Background: an optimization exercise with open tools, aiming at small area. Do not read the settings as production practice. The RTL of this run was laid out without a check of its function.

### design.v
`timescale 1ns / 1ps
module clockdivider #(parameter n=5000)(rst,inputclk,outputclk,tick);
input inputclk,rst;
output reg outputclk;
output tick;
assign tick=(count==n-1)&&(outputclk==1'b0);
reg[31:0] count;
always @(posedge(inputclk),posedge(rst)) begin
if(rst==1'b1)
count<=32'b0;
else if(count==n-1)
count<=32'b0;
else
count<=count+1;
end
always @(posedge(inputclk),posedge(rst))begin
if(rst==1'b1)
outputclk<=1'b0;
else if(count==n-1)
outputclk<=~outputclk;
else
outputclk<=outputclk;
end
endmodule
`timescale 1ns / 1ps
module count_refresh(input clk, input rst, input en, output reg [1:0] refresh_counter);
always @(posedge clk, posedge rst)
if(rst)
refresh_counter<=2'b00;
else if(en)
refresh_counter<=refresh_counter+1;
endmodule
`timescale 1ns / 1ps
module counter(input clk, en, reset,in, output reg [3:0]count);
reg pushing, pushing_sync, pushing_fn;
wire pushing_edge;
always @(posedge clk) if(en) begin
pushing<=in;
pushing_sync<=pushing;
end
always @(posedge clk) begin
    if(reset) begin
    pushing_fn<=1'b0;
    end 
    else if(en) begin
    pushing_fn<=pushing_sync;
    end
end
assign pushing_edge=pushing_sync&~pushing_fn;
always @(posedge clk, posedge reset) begin
 if (reset)
 count <= 4'b0000;  
 else if(en) begin
 if(pushing_edge) begin
 if(in) begin
 count <= count + 1;  
 end
 if(count>=4'b1001) begin
 count<=4'b0000;
 end
 end
end
end
endmodule
`timescale 1ns / 1ps
module anode_control(input [1:0]LED_activating_counter,  output reg [3:0] Anode_Activate);
always @(LED_activating_counter)
begin
    case(LED_activating_counter)
    2'b00: begin
        Anode_Activate = 4'b0111; 
         end
    2'b01: begin
        Anode_Activate = 4'b1011; 
            end
    2'b10: begin
        Anode_Activate = 4'b1101; 
          end
      2'b11: begin
        Anode_Activate = 4'b1110; 
        end
    endcase
end
endmodule
`timescale 1ns / 1ps
module adjust(input [3:0] a,input [3:0] b,input [3:0] c,input [3:0] d,output[7:0] num1,num2);
wire [7:0] temp1,temp2;
assign temp1=a*10;
assign num1=temp1+b;
assign temp2=c*10;
assign num2=temp2+d;
endmodule
`timescale 1ns / 1ps
module addition(input [3:0] a,input [3:0] b,input [3:0] c,input [3:0] d,output[13:0] result);
wire [7:0] num1,num2;
adjust adj (a,b,c,d,num1,num2);
assign result=num1+num2;
endmodule
`timescale 1ns / 1ps
module multiply(input [3:0] a,input [3:0] b,input [3:0] c,input [3:0] d,output[13:0] result);
wire [7:0] num1,num2;
adjust adj (a,b,c,d,num1,num2);
assign result=num1*num2;
endmodule
`timescale 1ns / 1ps
module divide(input[3:0] D1,D2,D3,D4, output reg [13:0]res);
wire[7:0] num1,num2;
reg r;
adjust adj (D1,D2,D3,D4,num1,num2);
 always @(*) begin
  if(num2==8'd0) begin
   r = 1'b0;
   res = 14'd0;
  end
  else begin
 r = num1%num2;
 res = num1/num2;
  if(r*2 >= num2)begin
     res = res+1;
  end
  end
  end
endmodule
`timescale 1ns / 1ps
module subtractor(input[3:0] i1,i2,i3,i4, output reg[3:0]D1,D2,D3,D4, output reg isNegative);
wire [7:0] num1,num2;
reg signed [13:0] res;
	adjust adj (i1,i2,i3,i4,num1,num2);
	always@(*) begin 
	   if(num2 > num1)begin
	       res = num2 - num1;
	       isNegative = 1;
	   end
	   else begin
	       res =  num1 - num2;
	        isNegative = 0;
       end
        if (res<0) begin
          D1 = 4'b1111;
            res = -1*res;
            D4 = res%10;
            res = res/10;
            D3 = res%10;
            res = res/10;
            D2 = res%10;
        end
      else begin
        D4 = res%10;
        res = res/10;
        D3 = res%10;
        res = res/10;
        D2 = res%10;
        res = res/10;
        D1 = res%10;
      end
    end 
endmodule
`timescale 1ns / 1ps
module converter(input[13:0] result_temp, output  [3:0]out0, out1, out2, out3);
    assign out0=result_temp / 1000;
    assign out1=((result_temp % 1000)/100);
   assign out2=(result_temp % 100)/10;
   assign out3=result_temp % 10;
endmodule
`timescale 1ns / 1ps
module bcd_control(input [1:0] refreshcounter, input [3:0] out0,out1,out2,out3, output reg [3:0]digit,output reg second);
always@(*)
begin
case(refreshcounter)
2'd0:begin
digit=out0;
second=0;
end
2'd1:begin
digit=out1;
second=1;
end
2'd2:begin
digit=out2;
second=0;
end
2'd3:begin
digit=out3;
second=0;
end
endcase
end
endmodule
`timescale 1ns / 1ps
module sdcc (operations,second,x, enable , y);
input [3:0] x;
input operations,second;
input enable ;
output reg [7:0] y;
 always @(*) begin
 if( enable )begin
 if(second==1&&operations==0) begin
 case (x)
4'b0000 : y = 8'b00000_001 ;
4'b0001 : y = 8'b01001_111 ;
4'b0010 : y = 8'b00010_010 ;
4'b0011 : y = 8'b00000_110 ;
4'b0100 : y = 8'b01001_100 ;
4'b0101 : y = 8'b00100_100 ;
4'b0110 : y = 8'b00100_000 ;
4'b0111 : y = 8'b00001_111 ;
4'b1000 : y = 8'b00000_000 ;
4'b1001 : y = 8'b00000_100 ;
4'b1111 : y=  8'b01111_110 ;
default : y=  8'b01111_111 ;
endcase
end
else begin
 case (x)
4'b0000 : y = 8'b10000_001 ;
4'b0001 : y = 8'b11001_111 ;
4'b0010 : y = 8'b10010_010 ;
4'b0011 : y = 8'b10000_110 ;
4'b0100 : y = 8'b11001_100 ;
4'b0101 : y = 8'b10100_100 ;
4'b0110 : y = 8'b10100_000 ;
4'b0111 : y = 8'b10001_111 ;
4'b1000 : y = 8'b10000_000 ;
4'b1001 : y = 8'b10000_100 ;
4'b1111 : y=  8'b11111_110 ;
default : y=  8'b11111_111 ;
endcase
end
end
else
y = 8'b1111_1111 ;
end
endmodule
`timescale 1ns / 1ps
module countertest(input clk,original, input [3:0] in, input rstn, input[3:0] operations, output [7:0] y, output [3:0] Anode_Activate);
wire [3:0] out[3:0];
wire [3:0] out2[3:0];
wire [3:0] out3[3:0];
wire [3:0] out4[3:0];
wire [3:0] out5[3:0];
reg [3:0] temp[3:0];
wire clkout;
wire isNegative;
wire second_number;
wire [13:0]result, result2,result3,result4;
reg [6:0] y1,y2;
wire tick;
clockdivider #(5) div(rstn,clk,clkout,tick);
reg operation;
wire [1:0] refreshcounter;
wire [3:0] digit, digit1;
wire debout,debout2;
wire [3:0] temp1;
genvar j;
genvar i;
count_refresh dev(clk, rstn, tick, refreshcounter);
generate for (i = 0; i < 4; i = i + 1) begin: block1
        counter c(clk, tick, rstn, in[i], out[i]);
    end endgenerate
anode_control inst(refreshcounter, Anode_Activate);
addition inst2 (out[0],out[1],out[2],out[3],result);
multiply inst3 (out[0],out[1],out[2],out[3],result2);
divide inst4 (out[0],out[1],out[2],out[3],result3);
subtractor inst5(out[0],out[1],out[2],out[3],out5[0],out5[1],out5[2],out5[3], isNegative);
converter conv1 (result, out2[0], out2[1], out2[2], out2[3]);
 converter conv2 (result2, out3[0], out3[1], out3[2], out3[3]);
 converter conv3 (result3, out4[0], out4[1], out4[2], out4[3]);
 always @(posedge clk) if (tick) begin
temp[0]=out[0];
temp[1]=out[1];
temp[2]=out[2];
temp[3]=out[3];
if(operations==4'b0000)begin
operation=0;
end
    if (original ==1) begin 
    temp[0]=out[0];
    temp[1]=out[1];
    temp[2]=out[2];
    temp[3]=out[3];
   operation=0;
    end
    else begin
  if(operations[0]==1) begin
    temp[0]=out2[0];
    temp[1]=out2[1];
    temp[2]=out2[2];
    temp[3]=out2[3];
    operation=1;
end
else if(operations[1]==1) begin
    temp[0]=out3[0];
    temp[1]=out3[1];
    temp[2]=out3[2];
    temp[3]=out3[3];
    operation=1;
end
else
if(operations[2]==1) begin
    temp[0]=out4[0];
    temp[1]=out4[1];
    temp[2]=out4[2];
    temp[3]=out4[3];
    operation=1;
end
else
if(operations[3]==1) begin
    temp[0]=out5[0];
    temp[1]=out5[1];
    temp[2]=out5[2];
    temp[3]=out5[3];
    operation=1;
end
end
end
 bcd_control bcd (refreshcounter, (isNegative && operations[3]&&original==0)? 4'b1111 : temp[0], temp[1], temp[2], temp[3], digit,second_number);
 sdcc sd (operation,second_number,digit, 1'b1, y);
endmodule
### run.sh
#!/bin/bash
# synth_recipe.tcl (not shown) runs the flow's synth.tcl, then flattens the netlist and writes it again
# the make line also repeats each setting of config.mk as NAME=value (left out here)
make -C /OpenROAD-flow-scripts/flow DESIGN_CONFIG=/design/flow/config.mk WORK_HOME=/design/flow/orfs CLKGATE_MAP_FILE= SYNTH_SCRIPT=/design/flow/synth_recipe.tcl finish
### config.mk
export PLATFORM = sky130hd
export DESIGN_NAME = countertest
export DESIGN_NICKNAME = countertest
export VERILOG_FILES = /design/flow/design.v
export SDC_FILE = /design/flow/constraint.sdc
export NUM_CORES = 4
export LEC_CHECK = 0
export CAP_MARGIN = 20
export CORE_MARGIN = 2
export CORE_UTILIZATION = 40
export SLEW_MARGIN = 20
### constraint.sdc
create_clock -name core_clock -period 250.0 [get_ports {clk}]
set_input_delay 50.0000 -clock core_clock [delete_from_list [all_inputs] [get_ports {clk}]]
set_output_delay 50.0000 -clock core_clock [all_outputs]
set_load 0.01 [all_outputs]
==> results.txt <==
-- through the flow --
step	setup slack [ns]	area [um^2]	util
3_3_place_gp	147.00	38550	0.4187
3_5_place_dp	146.93	38550	0.4187
6_report	146.80	38870	0.4222
5_1_grt	146.62	38870	0.4222
4_1_cts	146.91	38840	0.4218
2_1_floorplan	148.52	37300	-
-- cell usage in the layout (no fill, tap or decap), types with 86 or more instances in the layout --
cell type,instances
nor3_1,188
a21oi_1,401
nor2_1,564
a211oi_1,86
nand3_1,187
nand2_1,523
mux2i_1,93
xnor2_1,369
xor2_1,103
buf_4,90
inv_1,219
ha_1,258
o21ai_0,357
-- state kept, by name, indices dropped and copies added, names as in the netlist --
signal                 cells
temp                      16
div.outputclk              1
block1.c.pushing_sync      4
div.count                 32
block1.c.pushing           4
block1.c.count            16
block1.c.pushing_fn        4
operation                  1
dev.refresh_counter        2
-- area by class of cell --
cell class | instances | area, um^2 | area share
inverters | 234 | 880.8 | 0.02266
flip-flops and latches | 80 | 2107 | 0.05420
multi-input cells | 4859 | 33150 | 0.8527
repair buffers | 112 | 895.9 | 0.02305
clock buffers | 10 | 229.0 | 0.005890
clock inverters | 6 | 58.81 | 0.001513
well taps | 1243 | 1555 | 0.04001
-- cell families after synthesis --
| family | after synthesis | share of synthesized area |
|---|---|---|
| and+or+nand+nor | 2082 | 0.2732 |
| AOI/OAI and AO/OA | 1795 | 0.3352 |
| xor gates and xnor gates | 479 | 0.1131 |
| buffers and inverters | 473 | 0.05712 |
| DFF | 80 | 0.05652 |
| other | 1 | 0.0001006 |
| muxes | 150 | 0.04286 |
| adders and majority gates | 347 | 0.1219 |
-- critical path, stage by stage --
cell	delay [ns]
clkdlybuf4s50_1	0.46
buf_4	0.28
inv_1	0.17
o31ai_1	0.63
o21ai_0	0.39
inv_1	0.23
ha_1	0.20
o21ai_0	0.10
a21oi_1	0.18
clkdlybuf4s50_1	0.55
-- metal layers --
| layer | up-vias | track usage |
|---|---|---|
| met5 | - | 0 |
| met4 | 4 | 0.03917 |
| met3 | 117 | 0.01803 |
| met2 | 1251 | 0.3681 |
| met1 | 18940 | 0.3456 |
| li1 | 19940 | - |
-- worst max-delay path by stage --
stage / start / endpoint / slack, ns
after floorplan: operations[3] / y[3] / 148.52
after detailed placement: operations[3] / y[1] / 146.93
after global routing: operations[3] / y[3] / 146.62
final: operations[3] / y[1] / 146.80
after CTS: operations[3] / y[1] / 146.91
after global placement: operations[3] / y[1] / 147.00
==> out/results.ini <==
[synthesis]
yosysTopAreaCell = xnor2_1
ys_ff_latch = 80
ys_seq_area_frac = 0.05652
synthCells = 5407
synth_area_um2 = 37280
netlist.area_leader.share = 0.08763
synthFlopType = dfrtp_1
synth_edf_count = 25
yosysMostFrequentCell = nor2_1
synth_cell_type_count = 160
ys_async_sr_fraction = 0.6375
yosys-top-cells-area = xnor2_1 8.8%, ha_1 8.7%, nor2_1 5.7%
synth_warnings = 11
synth_common_cells = 564 x nor2_1, 523 x nand2_1, 401 x a21oi_1
syn_avg_cell_area_um2 = 6.895

[floorplan]
row_count = 111
die_x_um = 309.3
die_y_um = 309.3
die_area_um2 = 95660
start_util = 0.4049
core_um2 = 92080
io_pins = 23

[sta]
relSlewSlack = 0.2388
drv_slew = 0
fin_setup_tns_ns = 0
fin_skew_ns = 0.01480
rsz0062_at_grt = no
fmax_ghz = 0.009689
finalCriticalPeriod_ns = 103.21
worst_pin_slew_ns = 1.132
post-route-period-util = 0.4128
hold_viol = 0
finalSetupViolations = 0
holdWs_ns = 0.4234

[critical_path]
end_kind = output pin
path_max_fanout = 26
arrival_ns = 53.20
crit_required_ns = 200.00
r2r_end = temp[2][0]$_DFFE_PP_
ff2ff_path_depth = 167
r2r-start = block1[2].c.count[3]$_DFFE_PP0P_
worstSetupStartpointType = input pin
ff2ff_setup_slack_ns = 209.67
critPathKind = input pin to output pin

[routing]
highest_layer = met5
ant_nets = 0
vias_per_cell = 6.150
routedWlPerCell_um = 17.84
route.layer.met1.wl_mm = 56.89
drt_iter0_markers = 4084
drc = 0
first_pass_iters = 9
routed_wl_mm = 116.7
wl_met3_mm = 7.352
vias = 40240
wl_met2_mm = 50.65

[cts]
cts_resized = 0
cts_buffers = 9
cts_root_buffer = clkbuf_16
h-tree-depth = 3
worstSkewPairLatency_ns = 0.36
cts_tree = done
clock-sinks = 80
path_clk_slew_ns = 0.06
postCtsSetupRepairBufs = 0
clockBufferDepth = 2
cts_hold_buffers = 0

[global_routing]
grt_usage = 0.2324
grt_pass1_vias = 35410
grt_pass1_wl_mm = 187.3
grt_max_degree = 57
overflow = 0
grt_antenna_before_repair = 3

[place]
finalWeightedCongestion = 0.9510
dp_cells = 6528
post-dp-hpwl_mm = 91.46
portBuffers = 22

[outcome]
outcome = timing/DRC/antenna clean

[min_path]
hold_depth = 0
hold_end = block1[2].c.pushing_sync$_DFFE_PP_
min_from = block1[2].c.pushing$_DFFE_PP_
min_path_type = flip-flop to flip-flop

[finish]
synthToLayoutAreaGrowth_pct = 4.273
drive_gt1_frac = 0.07206
nFillCells = 9664
num_antenna_cells = 0
fin_cells = 6544
layout.nets = 5607

[job]
maxCapViolCount = 0

[static timing again, ports no longer ideal]
No port has a modelled driver above. Below, the same layout with a new extraction and two added sets of constraints. Step 1 sets driving cells, clkbuf_16 on the clock port and buf_2 on the other inputs (assumed; they add their load-dependent delay and slew). Step 2, shift: input delay + t, output delay - t, t = (earliest + latest rising clock arrival at the registers) / 2. This alone moves slack from input paths to output paths. a / b / c = ideal ports / drivers / drivers and shift; a / b = the first two.
t (ns): 0.398
setup WS [ns]: 146.795 / 146.770 / 146.770
hold WS [ns]: 0.423 / 0.423 / 0.423
worst setup path after step 2: input to output
cell pins on the clock port's net: 1
After both steps setup and hold are still met in this run. For this run, drivers alone change the setup slack by -0.025 ns; drivers and shift together by -0.025 ns.
